What follows belongs to an exercise in optimizing a design on an open flow for small area, a short achievable clock period and few clock cycles per item; a production flow would make more cautious choices.

==> module div, before the edit <==
module div (
    input wire                      clk,
    input wire                      rst_n,
    input wire                      div_start,
    input wire [2:0]                div_opcode,
    input wire [32-1 : 0]  div_divident,
    input wire [32-1 : 0]  div_divisor,
    output wire [32-1 : 0] div_quotient,
    output wire [32-1 : 0] div_remainder,
    output wire                     div_finish
);
localparam S_IDLE  = 3'd0;
localparam S_ABS   = 3'd1;
localparam S_ALIGN = 3'd2;
localparam S_ITER  = 3'd3;
localparam S_FIX   = 3'd4;
localparam S_DONE  = 3'd5;
reg [2:0]  state;
reg [31:0] rem_r;     
reg [31:0] dsr_r;     
reg [31:0] quo_r;
reg [4:0]  cnt_r;
reg        sgn_r;     
reg        neg_q;     
reg        neg_r;     
wire sa = sgn_r & rem_r[31];
wire sb = sgn_r & dsr_r[31];
wire [4:0] lz_a, lz_b;
wire       zero_a, zero_b;
div_find_ones u_lz_a (.data_in(rem_r), .lz(lz_a), .zero(zero_a));
div_find_ones u_lz_b (.data_in(dsr_r), .lz(lz_b), .zero(zero_b));
wire [5:0]  k     = {1'b0, lz_b} - {1'b0, lz_a};
wire [32:0] diff  = {1'b0, rem_r} - {1'b0, dsr_r};
wire start_signed = (div_opcode == 3'd1);
wire start_neg    = start_signed & (div_divident[31] | div_divisor[31]);
always @(posedge clk or negedge rst_n) begin
    if (!rst_n) begin
        state <= S_IDLE;
    end else if (div_start) begin
        state <= start_neg ? S_ABS : S_ALIGN;
    end else begin
        case (state)
        S_ABS:   state <= S_ALIGN;
        S_ALIGN: state <= (zero_b | k[5]) ? ((neg_q | neg_r) ? S_FIX : S_DONE) : S_ITER;
        S_ITER:  state <= (cnt_r == 5'd0) ? ((neg_q | neg_r) ? S_FIX : S_DONE) : S_ITER;
        S_FIX:   state <= S_DONE;
        default: state <= S_IDLE;
        endcase
    end
end
always @(posedge clk) begin
    if (div_start) begin
        rem_r <= div_divident;
        dsr_r <= div_divisor;
        sgn_r <= start_signed;
        neg_q <= 1'b0;
        neg_r <= 1'b0;
    end else begin
        case (state)
        S_ABS: begin
            rem_r <= sa ? (~rem_r + 32'd1) : rem_r;
            dsr_r <= sb ? (~dsr_r + 32'd1) : dsr_r;
            neg_q <= sa ^ sb;
            neg_r <= sa;
        end
        S_ALIGN: begin
            cnt_r <= k[4:0];
            dsr_r <= dsr_r << k[4:0];
            quo_r <= zero_b ? 32'hFFFF_FFFF : 32'd0;
            if (zero_b) neg_q <= 1'b0;
        end
        S_ITER: begin
            if (!diff[32]) rem_r <= diff[31:0];
            quo_r <= {quo_r[30:0], ~diff[32]};
            dsr_r <= {1'b0, dsr_r[31:1]};
            cnt_r <= cnt_r - 5'd1;
        end
        S_FIX: begin
            rem_r <= neg_r ? (~rem_r + 32'd1) : rem_r;
            quo_r <= neg_q ? (~quo_r + 32'd1) : quo_r;
        end
        default: ;
        endcase
    end
end
assign div_quotient  = quo_r;
assign div_remainder = rem_r;
assign div_finish    = (state == S_DONE);
endmodule
clock: 12.0 ns
lec_check: 0
cap_margin: 20
core_margin: 2
core_utilization: 40
slew_margin: 20
run.sh (not shown) runs the stock make flow with config.mk's settings and CLKGATE_MAP_FILE= SYNTH_SCRIPT=/design/flow/synth_recipe.tcl, a recipe that flattens the netlist after the stock synthesis.
==> next run, changes <==
--- a/flow/design.v
+++ b/flow/design.v
@@ -34,69 +34,73 @@
 localparam S_ALIGN = 3'd2;
 localparam S_ITER  = 3'd3;
 localparam S_FIX   = 3'd4;
 localparam S_DONE  = 3'd5;
 reg [2:0]  state;
 reg [31:0] rem_r;     
-reg [31:0] dsr_r;     
+reg [32:0] dsr_r;     
 reg [31:0] quo_r;
-reg [4:0]  cnt_r;
+reg [3:0]  cnt_r;
 reg        sgn_r;     
 reg        neg_q;     
 reg        neg_r;     
 wire sa = sgn_r & rem_r[31];
 wire sb = sgn_r & dsr_r[31];
 wire [4:0] lz_a, lz_b;
 wire       zero_a, zero_b;
 div_find_ones u_lz_a (.data_in(rem_r), .lz(lz_a), .zero(zero_a));
-div_find_ones u_lz_b (.data_in(dsr_r), .lz(lz_b), .zero(zero_b));
+div_find_ones u_lz_b (.data_in(dsr_r[31:0]), .lz(lz_b), .zero(zero_b));
 wire [5:0]  k     = {1'b0, lz_b} - {1'b0, lz_a};
-wire [32:0] diff  = {1'b0, rem_r} - {1'b0, dsr_r};
+wire [4:0]  sh    = k[4:0] | 5'd1;
+wire [33:0] diff1 = {2'b0, rem_r} - {1'b0, dsr_r};
+wire [31:0] rem1  = diff1[33] ? rem_r : diff1[31:0];
+wire [32:0] diff2 = {1'b0, rem1} - {1'b0, dsr_r[32:1]};
+wire [31:0] rem2  = diff2[32] ? rem1 : diff2[31:0];
 wire start_signed = (div_opcode == 3'd1);
 wire start_neg    = start_signed & (div_divident[31] | div_divisor[31]);
 always @(posedge clk or negedge rst_n) begin
     if (!rst_n) begin
         state <= S_IDLE;
     end else if (div_start) begin
         state <= start_neg ? S_ABS : S_ALIGN;
     end else begin
         case (state)
         S_ABS:   state <= S_ALIGN;
         S_ALIGN: state <= (zero_b | k[5]) ? ((neg_q | neg_r) ? S_FIX : S_DONE) : S_ITER;
-        S_ITER:  state <= (cnt_r == 5'd0) ? ((neg_q | neg_r) ? S_FIX : S_DONE) : S_ITER;
+        S_ITER:  state <= (cnt_r == 4'd0) ? ((neg_q | neg_r) ? S_FIX : S_DONE) : S_ITER;
         S_FIX:   state <= S_DONE;
         default: state <= S_IDLE;
         endcase
     end
 end
 always @(posedge clk) begin
     if (div_start) begin
         rem_r <= div_divident;
-        dsr_r <= div_divisor;
+        dsr_r <= {1'b0, div_divisor};
         sgn_r <= start_signed;
         neg_q <= 1'b0;
         neg_r <= 1'b0;
     end else begin
         case (state)
         S_ABS: begin
             rem_r <= sa ? (~rem_r + 32'd1) : rem_r;
-            dsr_r <= sb ? (~dsr_r + 32'd1) : dsr_r;
+            dsr_r <= {1'b0, sb ? (~dsr_r[31:0] + 32'd1) : dsr_r[31:0]};
             neg_q <= sa ^ sb;
             neg_r <= sa;
         end
         S_ALIGN: begin
-            cnt_r <= k[4:0];
-            dsr_r <= dsr_r << k[4:0];
+            cnt_r <= sh[4:1];
+            dsr_r <= {1'b0, dsr_r[31:0]} << sh;
             quo_r <= zero_b ? 32'hFFFF_FFFF : 32'd0;
             if (zero_b) neg_q <= 1'b0;
         end
         S_ITER: begin
-            if (!diff[32]) rem_r <= diff[31:0];
-            quo_r <= {quo_r[30:0], ~diff[32]};
-            dsr_r <= {1'b0, dsr_r[31:1]};
-            cnt_r <= cnt_r - 5'd1;
+            rem_r <= rem2;
+            quo_r <= {quo_r[29:0], ~diff1[33], ~diff2[32]};
+            dsr_r <= {2'b0, dsr_r[32:2]};
+            cnt_r <= cnt_r - 4'd1;
         end
         S_FIX: begin
             rem_r <= neg_r ? (~rem_r + 32'd1) : rem_r;
             quo_r <= neg_q ? (~quo_r + 32'd1) : quo_r;
         end
         default: ;
What happened: The new run went through all stages and came out clean; cell area grows by 13%; critical path depth grows by 5; die area grows by 13%; worst setup slack gets worse by 1.4 ns; register-to-register slack gets worse by 1.4 ns; first-iteration DRC count shrinks by 14%; sequential cell count does not change; fmax shrinks by about 18%.
No run of this note included a check of the RTL's function; only the layout flow was run.

-- port drivers added, routing unchanged --
Ports are ideal in the flow. The routed layouts listed here were re-timed in OpenROAD.
Step 1, drivers: a clkbuf_16 drives clk and a buf_2 each remaining input, both assumed.
Step 2, shift: input delay + t, output delay - t, t = (earliest + latest rising clock arrival at the registers) / 2. This alone moves slack from input paths to output paths.
Slacks: ideal ports / drivers / drivers and shift; pairs: ideal ports / drivers.
run | t, ns | slack for setup (ns) | worst setup path after step 2 | pins driven straight from the clock port
the first run | 0.412 | 5.583 / 5.583 / 5.583 | register to register | 1
the second run | 0.431 | 4.193 / 4.193 / 4.193 | register to register | 1
After both steps every run listed still meets setup and hold.
